Background: an optimization exercise with open tools, aiming at small area, a short achievable clock period and few clock cycles. Do not read the settings as production practice. Only simulation tests tie the RTL to the original design; equivalence was not proved. No activity file was given, so power comes from the tool's default toggle rates.

==> flow/design.v <==
`timescale 1ns / 1ps
module conv_layer_sel8 (
    input  wire [7:0] d,
    input  wire [7:0] s,
    output wire       y
);
assign y = |(d & s);
endmodule
module conv_layer_nor2 (input wire a, input wire b, output wire y);
assign y = ~(a | b);
endmodule
module conv_layer_nand3 (input wire a, input wire b, input wire c, output wire y);
assign y = ~(a & b & c);
endmodule
module conv_layer #(
    parameter INPUT_CHANNELS = 3,
    parameter OUTPUT_CHANNELS = 32,
    parameter KERNEL_SIZE = 3,
    parameter INPUT_WIDTH = 4,
    parameter INPUT_HEIGHT = 4,
    parameter WEIGHT_BITS = 4,
    parameter ACTIVATION_BITS = 8
) (
    input wire clk,
    input wire rst_n,
    input wire [ACTIVATION_BITS-1:0] input_data,
    input wire input_valid,
    output wire input_ready,
    input wire [WEIGHT_BITS*256-1:0] weights_flat,
    input wire [7:0] weight_addr,
    input wire weight_valid,
    output wire [ACTIVATION_BITS-1:0] output_data,
    output wire output_valid,
    input wire output_ready,
    input wire start,
    output wire done,
    input wire [7:0] stride,
    input wire [7:0] padding,
    input wire [255:0] bias_flat
);
localparam TAPS = KERNEL_SIZE * KERNEL_SIZE;                   
localparam MACS = TAPS * INPUT_CHANNELS;                         
localparam NOUT = INPUT_WIDTH * INPUT_HEIGHT * OUTPUT_CHANNELS;  
reg        act;       
reg        wl;        
reg        wld;       
reg [4:0]  m;         
reg [8:0]  nc;        
reg        fin;       
reg        p1;        
reg        l1;        
reg        l2;        
reg        ov;        
reg        done_r;
reg [WEIGHT_BITS-1:0]                 wsr [0:TAPS-1];
reg [ACTIVATION_BITS-1:0]             in_reg;
reg [ACTIVATION_BITS+1:0]             prl;      
reg [ACTIVATION_BITS+1:0]             prh;      
reg [15:0]                            acc;
reg [ACTIVATION_BITS-1:0]             out_reg;
wire wload   = act & ~wl & ~(wld & (m == TAPS-1)) & weight_valid;
assign input_ready = act & wl & ~fin & ~(ov & (m == MACS-1));
wire taken   = input_valid & input_ready;
wire last_in = taken & (m == MACS-1);
wire finish  = fin & ov & output_ready;
always @(posedge clk or negedge rst_n) begin
    if (!rst_n) begin
        act    <= 1'b0;
        wl     <= 1'b0;
        wld    <= 1'b0;
        m      <= 5'd0;
        nc     <= 9'd0;
        fin    <= 1'b0;
        p1     <= 1'b0;
        l1     <= 1'b0;
        l2     <= 1'b0;
        ov     <= 1'b0;
        done_r <= 1'b0;
    end else begin
        act    <= start | (act & ~finish);
        wld    <= wload;
        p1     <= taken;
        l1     <= last_in;
        l2     <= l1;
        ov     <= l2 | (ov & ~output_ready);
        done_r <= finish;
        if (wld | taken) begin
            if ((wld & (m == TAPS-1)) | (m == MACS-1))
                m <= 5'd0;
            else
                m <= m + 5'd1;
        end
        if (finish)
            wl <= 1'b0;
        else if (wld & (m == TAPS-1))
            wl <= 1'b1;
        if (finish)
            fin <= 1'b0;
        else if (last_in & (nc == NOUT-1))
            fin <= 1'b1;
        if (last_in)
            nc <= nc + 9'd1;
    end
end
wire [7:0]  wlo = 8'd1 << weight_addr[2:0];
wire [31:0] whi = (32'd1 << weight_addr[7:3]) & {32{wload}};
wire wrot  = taken;
wire whold = ~(wld | taken);
wire [WEIGHT_BITS-1:0] w8_n;
reg  [4*WEIGHT_BITS-1:0] wpr;    
genvar b, g, e;
generate
    for (b = 0; b < WEIGHT_BITS; b = b + 1) begin : WB
        wire [31:0] gy;
        wire [3:0]  py;
        always @(posedge clk)
            wpr[4*b +: 4] <= py;
        for (g = 0; g < 32; g = g + 1) begin : WG
            wire [7:0] gd;
            for (e = 0; e < 8; e = e + 1) begin : WE
                assign gd[e] = weights_flat[WEIGHT_BITS*(8*g+e) + b];
            end
            conv_layer_sel8 u_g (.d(gd), .s(wlo), .y(gy[g]));
        end
        for (g = 0; g < 4; g = g + 1) begin : WP
            conv_layer_sel8 u_p (.d(gy[8*g +: 8]), .s(whi[8*g +: 8]), .y(py[g]));
        end
        wire n01, n23;
        wire q = ~((wsr[0][b] & wrot) | (wsr[TAPS-1][b] & whold));
        conv_layer_nor2  u_n01 (.a(wpr[4*b]),   .b(wpr[4*b+1]), .y(n01));
        conv_layer_nor2  u_n23 (.a(wpr[4*b+2]), .b(wpr[4*b+3]), .y(n23));
        conv_layer_nand3 u_w8  (.a(n01), .b(n23), .c(q), .y(w8_n[b]));
    end
endgenerate
wire [7:0] blo = 8'd1 << nc[6:4];
wire [3:0] bhi = 4'd1 << nc[8:7];
wire [7:0] bsel;
generate
    for (b = 0; b < 8; b = b + 1) begin : BB
        wire [3:0] gy;
        for (g = 0; g < 4; g = g + 1) begin : BG
            wire [7:0] gd;
            for (e = 0; e < 8; e = e + 1) begin : BE
                assign gd[e] = bias_flat[8*(8*g+e) + b];
            end
            conv_layer_sel8 u_g (.d(gd), .s(blo), .y(gy[g]));
        end
        assign bsel[b] = |(gy & bhi);
    end
endgenerate
wire [15:0] sum = acc + prl + {prh, 2'b00};
integer i;
always @(posedge clk) begin
    if (wld | taken) begin
        for (i = 0; i < TAPS-1; i = i + 1)
            wsr[i] <= wsr[i+1];
    end
    wsr[TAPS-1] <= w8_n;
    in_reg <= taken ? input_data : {ACTIVATION_BITS{1'b0}};
    prl <= in_reg * (wsr[TAPS-1][1:0] & {2{p1}});
    prh <= in_reg * (wsr[TAPS-1][3:2] & {2{p1}});
    if (l2 | ~act)
        acc <= {8'd0, bsel};
    else
        acc <= sum;
    if (l2)
        out_reg <= sum[15] ? {ACTIVATION_BITS{1'b0}} : sum[ACTIVATION_BITS-1:0];
end
assign output_data  = out_reg;
assign output_valid = ov;
assign done         = done_r;
endmodule
clock: 7.0 ns
lec_check: 0
cap_margin: 20
core_area: 5 5 235 235
die_area: 0 0 240 240
setup_slack_margin: 4.0
slew_margin: 20
synth_hierarchical: 1
standard.sh (not shown) runs the stock make flow with config.mk's settings and CLKGATE_MAP_FILE= SYNTH_SCRIPT=/design/flow/synth_recipe.tcl, a recipe that flattens the netlist after the stock synthesis.
==> flow/flow/run.sh <==
#!/bin/bash
# Standard ORFS layout, with every port buffered by the smallest buffer
# instead of the default clkdlybuf4s50_1, and pins one track apart so the
# die can be small. The clock pin is placed first, in the middle of the left
# edge, with no other pin within 6 um, since its wire uses wider spacing.
set -euo pipefail
export BUFFER_PORTS_ARGS="-buffer_cell sky130_fd_sc_hd__buf_1"
# die height from config.mk (DIE_AREA = 0 0 W H)
H=$(awk '/DIE_AREA/ {print $NF}' config.mk | tail -1)
Y=$(awk -v h="$H" 'BEGIN { k = int((h / 2 - 0.34) / 0.68); printf "%.2f", 0.34 + k * 0.68 }')
LO=$(awk -v y="$Y" 'BEGIN { printf "%.2f", y - 6 }')
HI=$(awk -v y="$Y" 'BEGIN { printf "%.2f", y + 6 }')
export CLK_PIN_Y="$Y"
export PRE_IO_PLACEMENT_TCL="$PWD/flow/pre_io.tcl"
export PLACE_PINS_ARGS="-min_distance 1 -min_distance_in_tracks -exclude left:${LO}-${HI}"
echo "die height $H, clk pin at y=$Y, excluded left:${LO}-${HI}" > run_info.log
bash standard.sh finish > standard.log 2>&1
==> flow/flow/pre_io.tcl <==
# Place the clock pin by itself before the other pins.
place_pin -pin_name clk -layer met3 -location [list 0 $::env(CLK_PIN_Y)] \
  -pin_size {0.8 0.3} -force_to_die_boundary
The baseline produced a clean layout.
Testbench counts at the start, summed over its fixed seeds: cycles 166,062.
Next try:
- CORE_AREA: 5 5 235 235 -> 5 5 255 255
- DIE_AREA: 0 0 240 240 -> 0 0 260 260
Effect: Area after synthesis is unchanged. Final cell count goes up by 2.1%. Count of clock-buffer cells in the layout drops by 2. Design area goes down by about 0.44%. Hold slack is better by 24 ps. Die area came out higher by about 17%. Sequential power hardly moves. Critical path depth stays the same. Setup slack got worse by 25 ps. Combinational power hardly moves.

========
Setup of build 55:
Another version of the RTL of conv_layer (not shown whole).
Size in the first run: about 1,400 cells after synthesis, roughly 100 flip-flops, about 0.012 mm² of cells after synthesis.
Design conv_layer, start of the top module:
module conv_layer #(
    parameter INPUT_CHANNELS = 3,
    parameter OUTPUT_CHANNELS = 32,
    parameter KERNEL_SIZE = 3,
    parameter INPUT_WIDTH = 4,
    parameter INPUT_HEIGHT = 4,
    parameter WEIGHT_BITS = 4,
    parameter ACTIVATION_BITS = 8
) (
    input wire clk,
    input wire rst_n,
    input wire [ACTIVATION_BITS-1:0] input_data,
    input wire input_valid,
    output wire input_ready,
    input wire [WEIGHT_BITS*256-1:0] weights_flat,
    input wire [7:0] weight_addr,
    input wire weight_valid,
    output wire [ACTIVATION_BITS-1:0] output_data,
    output wire output_valid,
    input wire output_ready,
    input wire start,
    output wire done,
    input wire [7:0] stride,
    input wire [7:0] padding,
    input wire [255:0] bias_flat
);
localparam TAPS = KERNEL_SIZE * KERNEL_SIZE;                   
localparam MACS = TAPS * INPUT_CHANNELS;                         
localparam NOUT = INPUT_WIDTH * INPUT_HEIGHT * OUTPUT_CHANNELS;  
reg        act;       
reg        wl;        
reg [4:0]  m;         
reg [8:0]  nc;        
reg        fin;       
reg        p1;        
reg        l1;        
reg        l2;        
reg        ov;        
reg        rdy;       
reg        done_r;
reg [WEIGHT_BITS-1:0]                 wsr [0:TAPS-1];
reg [ACTIVATION_BITS-1:0]             in_reg;
reg [ACTIVATION_BITS+WEIGHT_BITS-1:0] prod;
reg [15:0]                            acc;
reg [ACTIVATION_BITS-1:0]             out_reg;
wire wload   = act & ~wl & weight_valid;
wire taken   = input_valid & rdy;
wire last_in = taken & (m == MACS-1);
wire finish  = fin & ov & output_ready;
wire rdy_n;
conv_layer_ready u_ready (
    .act(act), .wl(wl), .fin(fin), .ov(ov), .l2(l2), .m(m), .nc(nc),
    .rdy(rdy), .start(start), .weight_valid(weight_valid),
    .input_valid(input_valid), .output_ready(output_ready), .rdy_n(rdy_n)
);
always @(posedge clk or negedge rst_n) begin
    if (!rst_n) begin
        act    <= 1'b0;
        wl     <= 1'b0;
        m      <= 5'd0;
        nc     <= 9'd0;
        fin    <= 1'b0;
        p1     <= 1'b0;
        l1     <= 1'b0;
  ...
==> flow/config.mk <==
export PLATFORM = sky130hd
export DESIGN_NAME = conv_layer
export DESIGN_NICKNAME = conv_layer
export VERILOG_FILES = /design/flow/design.v
export SDC_FILE = /design/flow/constraint.sdc
export NUM_CORES = 4
export LEC_CHECK = 0
export CAP_MARGIN = 20
export CORE_AREA = 5 5 395 395
export DIE_AREA = 0 0 400 400
export SETUP_SLACK_MARGIN = 4.2
export SLEW_MARGIN = 20
export SYNTH_HIERARCHICAL = 1
==> flow/constraint.sdc <==
create_clock -name core_clock -period 7.0 [get_ports {clk}]
set_input_delay 1.4000 -clock core_clock [delete_from_list [all_inputs] [get_ports {clk}]]
set_output_delay 1.4000 -clock core_clock [all_outputs]
set_load 0.01 [all_outputs]
==> flow/flow/run.sh <==
#!/bin/bash
# Standard ORFS layout, with every port buffered by the smallest buffer
# instead of the default clkdlybuf4s50_1.
set -euo pipefail
export BUFFER_PORTS_ARGS="-buffer_cell sky130_fd_sc_hd__buf_1"
if [[ -f flow/place_pins_args ]]; then
  export PLACE_PINS_ARGS="$(cat flow/place_pins_args)"
fi
bash standard.sh finish > standard.log 2>&1
Testbench counts of build 55, summed over its fixed seeds: cycles 166,050.
### build 55 -> build 92
Settings: a change of SETUP_SLACK_MARGIN from 4.2 to 3.6.
==> summary.txt <==
- Build 92 finished all stages; the layout is clean.
- Re setup slack: build 92 and build 55 aren't equal, and the lower value belongs to build 55.
- Build 92 vs. build 55: total global-route track usage up 0.63 points, shortest period the worst path allows now sits lower, share of power burned in the clock network now sits higher.
- Routed wirelength normalized by instance count of build 92 exceeds that of build 55 by a few percent.
- Across both runs, routed wire length was higher for build 92 than for build 55.
- Per the comparison of build 92 with build 55, via count of the routed design grew by 216; length of routed met3 wiring dropped 450 µm; post-CTS setup-driven buffer insertion count -11.
Changes in build 29 relative to build 92:
Settings: SETUP_SLACK_MARGIN now 3.0, was 3.6.
Findings:
The net switching power of build 29 was superior to that of build 92.
Wire length (build 29 vs. build 92) decreases by a few percent
In the reports for build 29 and build 92, the larger cell count belongs to build 92.
Diff build 92 -> build 29 | layout-stage area growth over the synthesis result | decrease of 10 points
Detailed route, build 29 vs build 92: via total lower for build 29
Between build 29 and build 92, the number of H-tree levels figures differ only marginally.
Higher maximum ir drop on the vdd rail was reported by build 92, not build 29.
In build 29 relative to build 92, total power draw had gone down by a few percent.
Summary of build 29 over build 92: sequential-cell power consumption did not really move; via count of the first global-routing pass saw a decrease; setup slack now smaller.

-- static timing again, ports no longer ideal --
Ports are ideal in the flow. The routed layouts listed here were re-timed in OpenROAD. Step 1 assumes that a clkbuf_16 drives the clock port and a buf_2 every other input. Step 2 times the ports against the registers' clock, not the clock port: input delays grow and output delays shrink by t, the midpoint of the rising clock arrivals with the driver on. Three values: no drivers, after step 1, after step 2; two values: the first two.
run	shift t [ns]	setup WS [ns]	clock arrival spread, ns	worst slew at a driven data input, ns	cell pins on the clock port's net
the first run of note 1	0.461	4.010 / 3.943 / 3.482	0.010 / 0.010	0.17	1
the second run of note 1	0.460	3.985 / 3.962 / 3.502	0.017 / 0.016	0.19	1
build 55	0.410	3.357 / 3.236 / 2.826	0.013 / 0.013	0.45	1
build 92	0.392	3.390 / 3.270 / 2.878	0.016 / 0.016	0.44	1
build 29	0.392	2.983 / 2.957 / 2.565	0.015 / 0.015	0.43	1
After both steps every run listed still meets setup and hold. For build 55, which loses most, drivers alone change the setup slack by -0.121 ns; drivers and shift together by -0.531 ns.
